What follows belongs to an exercise in optimizing a design on an open flow for a short achievable clock period; a production flow would make more cautious choices. Function was checked by simulation only, so behaviour that the tests miss may differ from the original. Power is estimated from default activity; no workload was simulated.

==> nickel <==
==> flow/design.v <==
module mips_core(
	input         clk,
	input         reset,
	output [31:0] imem_addr,
	input  [31:0] imem_rdata,
	output [31:0] dmem_addr,
	output [31:0] dmem_wdata,
	output        dmem_we,
	output        dmem_re,
	input  [31:0] dmem_rdata
	);
	reg [31:0] pc;
	reg [31:0] pc_id;
	reg [31:0] pcid4;             
	reg [31:0] ins;
	reg        vld;               
	reg [31:1] p1_oh, p2_oh;
	reg        p1_wd, p2_wd;
	reg        selb;              
	reg        fa_ex, fb_ex, fa_wb, fb_wb;  
	reg [31:0] a_x;               
	reg [31:0] b_x;               
	reg [31:0] s_x;               
	reg [31:0] shin_x;            
	reg        fill_x;            
	reg [3:0]  shh_x;             
	reg [7:0]  shl_x;             
	reg        op_ar, cin_x, op_or, op_and, op_lui, op_sll, op_srl, op_sra, op_slt;
	reg [4:0]  rwn_x, rt_x;
	reg        rw_x, mr_x, mw_x, br_x;
	reg [1:0]  d2r_x;
	reg [31:0] alu_m, st_m;
	reg [4:0]  rwn_m;
	reg        rw_m, mr_m, mw_m;
	reg [1:0]  d2r_m;
	reg [31:0] wd;                
	reg [4:0]  rwn_w;
	reg        rw_w;
	reg [31:0] gpr [1:31];
	function [32:0] pfx_add;
		input [31:0] x, y;
		input        ci;
		reg [31:0] p, g, pn, gn, c;
		integer i, s;
		begin
			p = x ^ y;
			g = x & y;
			g[0] = g[0] | (p[0] & ci);
			for (s = 1; s < 32; s = s * 2) begin
				pn = p; gn = g;
				for (i = s; i < 32; i = i + 1) begin
					gn[i] = g[i] | (p[i] & g[i - s]);
					pn[i] = p[i] & p[i - s];
				end
				p = pn; g = gn;
			end
			c = {g[30:0], ci};
			pfx_add = {g[31], (x ^ y) ^ c};
		end
	endfunction
	wire [31:0] insv = vld ? ins : 32'b0;
	wire [5:0] op = insv[31:26];
	wire [5:0] fn = insv[5:0];
	wire [4:0] rs = insv[25:21];
	wire [4:0] rt = insv[20:16];
	wire [4:0] rd = insv[15:11];
	wire [15:0] imm = insv[15:0];
	wire rtype  = (op == 6'b000000);
	wire i_addu = rtype & (fn == 6'b100001);
	wire i_subu = rtype & (fn == 6'b100011);
	wire i_add  = rtype & (fn == 6'b100000);
	wire i_sub  = rtype & (fn == 6'b100010);
	wire i_or   = rtype & (fn == 6'b100101);
	wire i_and  = rtype & (fn == 6'b100100);
	wire i_sll  = rtype & (fn == 6'b000000);
	wire i_srl  = rtype & (fn == 6'b000010);
	wire i_sra  = rtype & (fn == 6'b000011);
	wire i_jr   = rtype & (fn == 6'b001000);
	wire i_slt  = rtype & (fn == 6'b101010);
	wire i_addi = (op == 6'b001000);
	wire i_slti = (op == 6'b001010);
	wire i_ori  = (op == 6'b001101);
	wire i_lui  = (op == 6'b001111);
	wire i_beq  = (op == 6'b000100);
	wire i_bne  = (op == 6'b000101);
	wire i_j    = (op == 6'b000010);
	wire i_jal  = (op == 6'b000011);
	wire i_lw   = (op == 6'b100011);
	wire i_sw   = (op == 6'b101011);
	wire r_alu   = i_addu | i_subu | i_add | i_sub | i_or | i_and | i_sll | i_srl | i_sra | i_slt;
	wire c_rw    = r_alu | i_addi | i_slti | i_ori | i_lui | i_jal | i_lw;
	wire c_br    = i_jr | i_beq | i_bne | i_j | i_jal;
	wire [4:0] reg_rd = r_alu ? rd : (i_jal ? 5'd31 : rt);
	wire [1:0] c_d2r = {i_jal, i_lw};
	wire [31:0] sext = {{16{imm[15]}}, imm};
	wire [31:0] zext = {16'b0, imm};
	reg [31:0] port1, port2;
	integer k;
	always @(*) begin
		port1 = {32{p1_wd}} & wd;
		port2 = {32{p2_wd}} & wd;
		for (k = 1; k < 32; k = k + 1) begin
			port1 = port1 | ({32{p1_oh[k]}} & gpr[k]);
			port2 = port2 | ({32{p2_oh[k]}} & gpr[k]);
		end
	end
	wire [31:0] outa = selb ? port2 : port1;
	wire [31:0] outb = selb ? port1 : port2;
	wire [32:0] sum_c = pfx_add(a_x, b_x, cin_x);
	wire [31:0] sum = sum_c[31:0];
	wire lt = (a_x[31] != ~b_x[31]) ? a_x[31] : sum[31];
	wire [31:0] sh1 = ({32{shh_x[0]}} & shin_x) |
	                  ({32{shh_x[1]}} & {{8{fill_x}}, shin_x[31:8]}) |
	                  ({32{shh_x[2]}} & {{16{fill_x}}, shin_x[31:16]}) |
	                  ({32{shh_x[3]}} & {{24{fill_x}}, shin_x[31:24]});
	reg [31:0] sr;
	integer q;
	always @(*) begin
		sr = 32'b0;
		for (q = 0; q < 8; q = q + 1)
			sr = sr | ({32{shl_x[q]}} & (({{32{fill_x}}, sh1}) >> q));
	end
	reg [31:0] sr_rev;
	integer r;
	always @(*) for (r = 0; r < 32; r = r + 1) sr_rev[r] = sr[31 - r];
	wire [31:0] oth = ({32{op_or}}  & (a_x | b_x)) |
	                  ({32{op_and}} & (a_x & b_x)) |
	                  ({32{op_lui}} & {b_x[15:0], 16'b0}) |
	                  ({32{op_sll}} & sr_rev) |
	                  ({32{op_srl | op_sra}} & sr);
	wire [31:0] alu_out = op_ar ? sum : (op_slt ? {31'b0, lt} : oth);
	wire f_ex = fa_ex | fb_ex;
	wire f_wb = fa_wb | fb_wb;
	wire [31:0] cx = port1;
	wire eq_reg = f_wb ? (cx == wd) : (cx == port2);
	wire [31:0] pp = a_x ^ b_x;
	wire [31:0] gg = a_x & b_x;
	wire [31:0] cneed = pp ^ cx;                   
	wire [31:0] cout  = gg | (pp & ~cx);           
	wire eq_ar  = (cneed == {cout[30:0], cin_x});
	wire eq_slt = (cx[31:1] == 31'b0) & (cx[0] == lt);
	wire eq_oth = (oth == cx);
	wire eq_ex  = op_ar ? eq_ar : (op_slt ? eq_slt : eq_oth);
	wire eq = f_ex ? eq_ex : eq_reg;
	wire stall = (mr_x & ((rt_x == rs) | (rt_x == rt))) |
	             (rw_x & br_x & ((rwn_x == rs) | (rwn_x == rt)));
	wire jmp  = ~stall & (i_j | i_jal | i_jr);
	wire tk_eq = ~stall & i_beq;
	wire tk_ne = ~stall & i_bne;
	wire take = eq ? tk_eq : tk_ne;
	wire flush = eq ? (tk_eq | jmp) : (tk_ne | jmp);
	wire [31:0] pc4 = pfx_add(pc, 32'd4, 1'b0);
		wire [31:0] btgt = pfx_add(pcid4, {sext[29:0], 2'b00}, 1'b0);
	wire [31:0] npc_nb = stall ? pc :
	                     (i_j | i_jal) ? {pc4[31:28], insv[25:0], 2'b00} :
	                     i_jr ? outa : pc4;
	wire [31:0] npc_eq = tk_eq ? btgt : npc_nb;
	wire [31:0] npc_ne = tk_ne ? btgt : npc_nb;
	wire [31:0] npc = eq ? npc_eq : npc_ne;
	wire ma = rw_x & (rwn_x != 5'd0) & (rwn_x == rs);
	wire mb = rw_x & (rwn_x != 5'd0) & (rwn_x == rt);
	wire wa = rw_m & (rwn_m != 5'd0) & (rwn_m == rs);
	wire wb = rw_m & (rwn_m != 5'd0) & (rwn_m == rt);
	wire [31:0] pcm4 = pfx_add(pc_id, 32'hfffffffc, 1'b0);
	wire [31:0] wnm_n = (d2r_m == 2'b00) ? alu_m : ((d2r_m == 2'b10) ? pcm4 : 32'b0);
	wire [31:0] wd_n = (d2r_m == 2'b01) ? dmem_rdata : wnm_n;
	wire wd_nz_n = (d2r_m == 2'b01) ? (|dmem_rdata) : (|wnm_n);
	wire [31:0] a_n = ma ? alu_out : ((~mb & wa) ? wd_n : ({32{vld}} & outa));
	wire [31:0] s_n = (~ma & mb) ? alu_out : ((~ma & ~mb & ~wa & wb) ? wd_n : ({32{vld}} & outb));
	reg [31:0] s_n_rev;
	integer r2;
	always @(*) for (r2 = 0; r2 < 32; r2 = r2 + 1) s_n_rev[r2] = s_n[31 - r2];
	wire sub_n = i_subu | i_sub | i_slt | i_slti;
	wire [31:0] b_pre = (i_lw | i_sw | i_addi | i_slti) ? sext : ((i_ori | i_lui) ? zext : s_n);
	wire [31:0] b_n = sub_n ? ~b_pre : b_pre;
	assign imem_addr  = pc;
	assign dmem_addr  = alu_m;
	assign dmem_wdata = st_m;
	assign dmem_we    = mw_m;
	assign dmem_re    = mr_m;
	wire [4:0] nrs = imem_rdata[25:21];
	wire [4:0] nrt = imem_rdata[20:16];
	wire [31:1] nrs_oh, nrt_oh;
	genvar d;
	generate
		for (d = 1; d < 32; d = d + 1) begin : dec
			assign nrs_oh[d] = (nrs == d);
			assign nrt_oh[d] = (nrt == d);
		end
	endgenerate
	wire rd_nz = (reg_rd != 5'd0);
	wire m_nz  = (rwn_x != 5'd0);
	wire nfa_ex = rw_x & rd_nz & (reg_rd == nrs);
	wire nfb_ex = ~nfa_ex & rw_x & rd_nz & (reg_rd == nrt);
	wire nfa_wb = ~nfa_ex & ~nfb_ex & rw_m & m_nz & (rwn_x == nrs);
	wire nfb_wb = ~nfa_ex & ~nfb_ex & ~nfa_wb & rw_m & m_nz & (rwn_x == nrt);
	wire nselb = nfa_ex | nfa_wb;
	wire nwt_a = wd_nz_n & (nrs != 5'd0) & (nrs == rwn_m);
	wire nwt_b = wd_nz_n & (nrt != 5'd0) & (nrt == rwn_m);
	always @(posedge clk or posedge reset) begin
		if (reset) begin
			pc <= 32'h00003000;
			pc_id <= 32'b0;
			pcid4 <= 32'd4;
			ins <= 32'b0;
			vld <= 1'b0;
			p1_oh <= 31'b0; p2_oh <= 31'b0;
			p1_wd <= 1'b0; p2_wd <= 1'b0;
			selb <= 1'b0;
			fa_ex <= 1'b0; fb_ex <= 1'b0; fa_wb <= 1'b0; fb_wb <= 1'b0;
		end else begin
			pc <= npc;
			pc_id <= pc;
			pcid4 <= pc4;
			ins <= imem_rdata;
			vld <= ~flush;
			p1_oh <= nselb ? (nrt_oh & ~{31{nwt_b}}) : (nrs_oh & ~{31{nwt_a}});
			p2_oh <= nselb ? (nrs_oh & ~{31{nwt_a}}) : (nrt_oh & ~{31{nwt_b}});
			p1_wd <= nselb ? nwt_b : nwt_a;
			p2_wd <= nselb ? nwt_a : nwt_b;
			selb <= nselb;
			fa_ex <= nfa_ex;
			fb_ex <= nfb_ex;
			fa_wb <= nfa_wb;
			fb_wb <= nfb_wb;
		end
	end
	always @(posedge clk or posedge reset) begin
		if (reset) begin
			a_x <= 32'b0; b_x <= 32'b0; s_x <= 32'b0;
			shin_x <= 32'b0; fill_x <= 1'b0; shh_x <= 4'b0; shl_x <= 8'b0;
			op_ar <= 1'b0; cin_x <= 1'b0; op_or <= 1'b0; op_and <= 1'b0; op_lui <= 1'b0;
			op_sll <= 1'b0; op_srl <= 1'b0; op_sra <= 1'b0; op_slt <= 1'b0;
			rwn_x <= 5'b0; rt_x <= 5'b0;
			rw_x <= 1'b0; mr_x <= 1'b0; mw_x <= 1'b0; br_x <= 1'b0;
			d2r_x <= 2'b0;
		end else begin
			a_x <= a_n; b_x <= b_n; s_x <= s_n;
			shin_x <= i_sll ? s_n_rev : s_n;
			fill_x <= i_sra & s_n[31];
			shh_x <= {insv[10:9] == 2'd3, insv[10:9] == 2'd2, insv[10:9] == 2'd1, insv[10:9] == 2'd0};
			shl_x <= 8'b1 << insv[8:6];
			op_ar  <= i_addu | i_add | i_addi | i_lw | i_sw | i_subu | i_sub;
			cin_x  <= sub_n;
			op_or  <= i_or | i_ori;
			op_and <= i_and;
			op_lui <= i_lui;
			op_sll <= i_sll;
			op_srl <= i_srl;
			op_sra <= i_sra;
			op_slt <= i_slt | i_slti;
			rwn_x <= reg_rd; rt_x <= rt;
			rw_x <= c_rw & ~stall;
			mr_x <= i_lw & ~stall;
			mw_x <= i_sw & ~stall;
			br_x <= c_br;
			d2r_x <= c_d2r;
		end
	end
	always @(posedge clk or posedge reset) begin
		if (reset) begin
			alu_m <= 32'b0; st_m <= 32'b0; rwn_m <= 5'b0;
			rw_m <= 1'b0; mr_m <= 1'b0; mw_m <= 1'b0; d2r_m <= 2'b0;
		end else begin
			alu_m <= alu_out; st_m <= s_x; rwn_m <= rwn_x;
			rw_m <= rw_x; mr_m <= mr_x; mw_m <= mw_x; d2r_m <= d2r_x;
		end
	end
	always @(posedge clk or posedge reset) begin
		if (reset) begin
			wd <= 32'b0; rwn_w <= 5'b0; rw_w <= 1'b0;
		end else begin
			wd <= wd_n; rwn_w <= rwn_m; rw_w <= rw_m;
		end
	end
	genvar g;
	generate
		for (g = 1; g < 32; g = g + 1) begin : regs
			always @(posedge clk or posedge reset) begin
				if (reset)
					gpr[g] <= 32'b0;
				else if (rw_w && rwn_w == g)
					gpr[g] <= wd;
			end
		end
	endgenerate
endmodule
==> flow/flow/run.sh <==
#!/bin/bash
# Own layout flow: the standard layout (standard.sh) with two changes.
# 1. Synthesis leaves adders as plain gates for abc (no full/half-adder cells),
#    so abc can shape the carry logic for speed; registers are unchanged.
# 2. ORFS's timing repair is asked to leave a larger setup slack than the standard
#    flow does, so that it keeps sizing and buffering the slowest paths.
# The constraints (constraint.sdc) are the standard flow's, unchanged.
set -euo pipefail
bash standard.sh ADDER_MAP_FILE= synth > synth.log 2>&1
bash standard.sh ADDER_MAP_FILE= SETUP_SLACK_MARGIN=9.5 TNS_END_PERCENT=100 finish > layout.log 2>&1
==> flow/standard.sh <==
#!/bin/bash
# synth_recipe.tcl (not shown) runs the flow's synth.tcl, then flattens the netlist and writes it again
# the make line also repeats each setting of config.mk as NAME=value (left out here)
make -C /OpenROAD-flow-scripts/flow DESIGN_CONFIG=/design/flow/config.mk WORK_HOME=/design/flow/orfs CLKGATE_MAP_FILE= SYNTH_SCRIPT=/design/flow/synth_recipe.tcl "${@:-finish}"
==> flow/config.mk <==
export PLATFORM = sky130hd
export DESIGN_NAME = mips_core
export DESIGN_NICKNAME = mips_core
export VERILOG_FILES = /design/flow/design.v
export SDC_FILE = /design/flow/constraint.sdc
export NUM_CORES = 4
export LEC_CHECK = 0
export CAP_MARGIN = 40
export CORE_MARGIN = 2
export CORE_UTILIZATION = 40
export SLEW_MARGIN = 40
==> flow/constraint.sdc <==
create_clock -name core_clock -period 12.5 [get_ports {clk}]
set_input_delay 2.5000 -clock core_clock [delete_from_list [all_inputs] [get_ports {clk}]]
set_output_delay 2.5000 -clock core_clock [all_outputs]
set_load 0.01 [all_outputs]
==> quartz: changes against nickel <==
--- a/flow/config.mk
+++ b/flow/config.mk
@@ -8,4 +8,4 @@
 export CAP_MARGIN = 40
 export CORE_MARGIN = 2
-export CORE_UTILIZATION = 40
+export CORE_UTILIZATION = 50
 export SLEW_MARGIN = 40
==> comparison <==
Between nickel and quartz, the lower utilization is in nickel (gap 13 points).
Of quartz and nickel, quartz has the higher power (gap 0.79%, measured against nickel).
Against nickel, the hold slack of quartz is better by 3.8 ps.
Sequential cell count is the same in nickel and quartz.
Synthesized cell count is the same in quartz and nickel.
Against quartz, the global-route usage of nickel is lower by 10 points.
Against nickel, the clock skew of quartz is lower by 2.0 ps.
In wire length, quartz and nickel hardly differ.
In nickel the critical path depth is lower than in quartz, by 3.

-- what the ideal ports hide --
How much do the figures lean on ideal ports? The routed layouts below were timed once more, with nothing changed but the port constraints. Step 1: set_driving_cell puts a clkbuf_16 on clk and a buf_2 on each other input, an assumption about the parent block. Step 2 also shifts input and output timing later by t, the mid clock arrival at the registers, as if the neighbouring blocks saw the same clock. a / b / c = ideal / step 1 / step 2; a / b = the first two.
run	t (ns)	setup slack, ns	hold slack, ns	worst register clock-pin slew, ns
nickel	0.952	7.994 / 7.994 / 7.332	0.342 / 0.342 / 0.342	0.07 / 0.07
quartz	0.899	7.876 / 7.876 / 7.358	0.345 / 0.345 / 0.345	0.07 / 0.07
After both steps every run listed still meets setup and hold. The setup slack of nickel, which loses most, moves by 0.000 ns with the drivers and by -0.662 ns with both steps.
